Background: an optimization exercise with open tools, aiming at small area and a short achievable clock period. Do not read the settings as production practice.
In this exercise RTL edits were held to simulation tests only and were not proved equivalent to the original.
Power figures rest on the tool's default switching activity, not on a simulated workload.

Setup of build 3:
// pcie_axi_m
module pcie_axi_m #(
    PORTS                   =        2,
    DOUBLE_WORD             =        32,
    HEADER_SIZE             =        4*DOUBLE_WORD,
    TLP_DATA_WIDTH          =        8*DOUBLE_WORD,
    TLP_STRB_WIDTH          =        TLP_DATA_WIDTH/8,
    AXI_DATA_WIDTH          =        TLP_DATA_WIDTH,
    AXI_ADDR_WIDTH          =        64,
    AXI_STRB_WIDTH          =        AXI_DATA_WIDTH/8,
    AXI_ID_WIDTH            =        8,
    AXI_MAX_BURST_LEN       =        256
) (
    input                                                   clk,
    input                                                   rst_n,
    input                   [TLP_DATA_WIDTH-1:0]            req_tlp_data,
    input                   [HEADER_SIZE-1:0]               req_tlp_hdr,
    input                   [TLP_STRB_WIDTH-1:0]            req_tlp_strb,
    input                                                   req_tlp_sop,
    input                                                   req_tlp_eop,
    input                                                   req_tlp_valid,
    output                                                  req_tlp_ready,
    output                  [TLP_DATA_WIDTH-1:0]            cpl_tlp_data,
    output                  [HEADER_SIZE-1:0]               cpl_tlp_hdr,
    output                  [TLP_STRB_WIDTH-1:0]            cpl_tlp_strb,
    output                                                  cpl_tlp_sop,
    output                                                  cpl_tlp_eop,
    output                                                  cpl_tlp_valid,
    input                                                   cpl_tlp_ready,
    output                  [AXI_ID_WIDTH-1:0]              axi_awid,
    output                  [AXI_ADDR_WIDTH-1:0]            axi_awaddr,
    output                  [7:0]                           axi_awlen,
    output                  [2:0]                           axi_awsize,
    output                  [1:0]                           axi_awburst,
  ...
Size in the first run: ~230000 µm² of cells after synthesis.
make LEC_CHECK=0 CAP_MARGIN=20 CORE_MARGIN=2 CORE_UTILIZATION=62 PLACE_DENSITY=0.72 SETUP_SLACK_MARGIN=3.0 SLEW_MARGIN=20 SYNTH_MEMORY_MAX_BITS=8192 finish   # period 7.0 ns
run.sh (not shown) runs the stock make flow with config.mk's settings and CLKGATE_MAP_FILE= SYNTH_SCRIPT=/design/flow/synth_recipe.tcl, a recipe that flattens the netlist after the stock synthesis.
Build 3: all stages complete, timing, DRC and antenna checks passed
diff inputs: build 3 => trial 80
Settings: CTS_BUF_LIST: unset -> sky130_fd_sc_hd__clkbuf_8; CORE_UTILIZATION: 62 -> 50; PLACE_DENSITY: 0.72 -> 0.65.
==> flow/flow/run.sh (new file) <==
#!/bin/bash
# Standard layout (the standard.sh, unchanged synthesis and steps), with a smaller buffer
# cell on the input and output ports instead of the default delay buffer.
set -euo pipefail
cd "$(dirname "$0")/.."
export BUFFER_PORTS_ARGS="-buffer_cell sky130_fd_sc_hd__buf_2"
bash standard.sh finish > make_finish.log 2>&1
==> flow/standard.sh (new file) <==
#!/bin/bash
# synth_recipe.tcl (not shown) runs the flow's synth.tcl, then flattens the netlist and writes it again
# the make line also repeats each setting of config.mk as NAME=value (left out here)
make -C /OpenROAD-flow-scripts/flow DESIGN_CONFIG=/design/flow/config.mk WORK_HOME=/design/flow/orfs CLKGATE_MAP_FILE= SYNTH_SCRIPT=/design/flow/synth_recipe.tcl "${@:-finish}"
removed: flow/run.sh
Results
Build 3 reached the final stage; the timing, design-rule and antenna checks on its layout passed.
Trial 80 reached the final stage; the timing, design-rule and antenna checks on its layout passed.
When trial 80 is measured against build 3, its final cycle utilization of the critical path turns out 1.0 points lower.
Compared with build 3, trial 80 shows hold buffer count at cts higher by 33.
Summary of trial 80 over build 3: first-pass detailed-route iteration total went down 4, via count held, logic gate share of total power held, utilization after layout went down 15 points, wire length of the first global-routing pass went up 4.0%.
Compared with build 3, peak ir drop on the vdd network in trial 80 decreased by more than 10%.
Final routed wirelength across all metal layers: trial 80 > build 3

* * *

## the baseline
Another version of the RTL of pcie_axi_m (not shown whole).
Size in the first run: ~16000 cells after synthesis, roughly 230000 um2 of cells after synthesis.
export LEC_CHECK = 0
export CAP_MARGIN = 20
export CORE_MARGIN = 2
export CORE_UTILIZATION = 62
export CTS_CLUSTER_DIAMETER = 80
export CTS_CLUSTER_SIZE = 22
export PLACE_DENSITY = 0.72
export SETUP_SLACK_MARGIN = 3.4
export SLEW_MARGIN = 20
export SYNTH_MEMORY_MAX_BITS = 8192
create_clock -name core_clock -period 7.0 [get_ports {clk}]
standard.sh (not shown) runs the stock make flow with config.mk's settings and CLKGATE_MAP_FILE= SYNTH_SCRIPT=/design/flow/synth_recipe.tcl, a recipe that flattens the netlist after the stock synthesis.
==> flow/flow/run.sh <==
#!/bin/bash
# Standard layout (the standard.sh, unchanged synthesis and steps), with a smaller buffer
# cell on the input and output ports instead of the default delay buffer.
set -euo pipefail
cd "$(dirname "$0")/.."
export BUFFER_PORTS_ARGS="-buffer_cell sky130_fd_sc_hd__buf_2"
bash standard.sh finish > make_finish.log 2>&1
## Diff of input files: the candidate against the baseline
Settings: CTS_CLUSTER_DIAMETER no longer set, was 80; CTS_CLUSTER_SIZE no longer set, was 22.
## What came out
The total power in the baseline is 0.847 times that in the candidate. Reported for the baseline and the candidate, setup slack after placement turned out identical to the last digit. The setup slack of the candidate is smaller than that of the baseline.

separate check: timing with driven ports:
Ports are ideal in the flow. The routed layouts listed here were re-timed in OpenROAD. Step 1: set_driving_cell puts a clkbuf_16 on clk and a buf_2 on each other input, an assumption about the parent block. Step 2, shift: input delay + t, output delay - t, t = (earliest + latest rising clock arrival at the registers) / 2. This alone moves slack from input paths to output paths. Three values: no drivers, after step 1, after step 2; two values: the first two.
run | shift t [ns] | setup slack, ns | worst hold slack (ns) | worst register clock-pin slew, ns
build 3 | 1.216 | 2.795 / 2.840 / 1.624 | 0.320 / 0.320 / 0.320 | 0.07 / 0.07
trial 80 | 1.495 | 2.868 / 2.733 / 1.601 | 0.061 / -0.051 / 0.286 | 0.08 / 0.08
the baseline | 1.130 | 3.244 / 3.021 / 1.891 | 0.349 / 0.349 / 0.349 | 0.11 / 0.11
the candidate | 1.219 | 3.104 / 3.104 / 1.976 | 0.342 / 0.280 / 0.342 | 0.07 / 0.07
After both steps every run listed still meets setup and hold. The setup slack of the baseline, which loses most, moves by -0.223 ns with the drivers and by -1.353 ns with both steps.
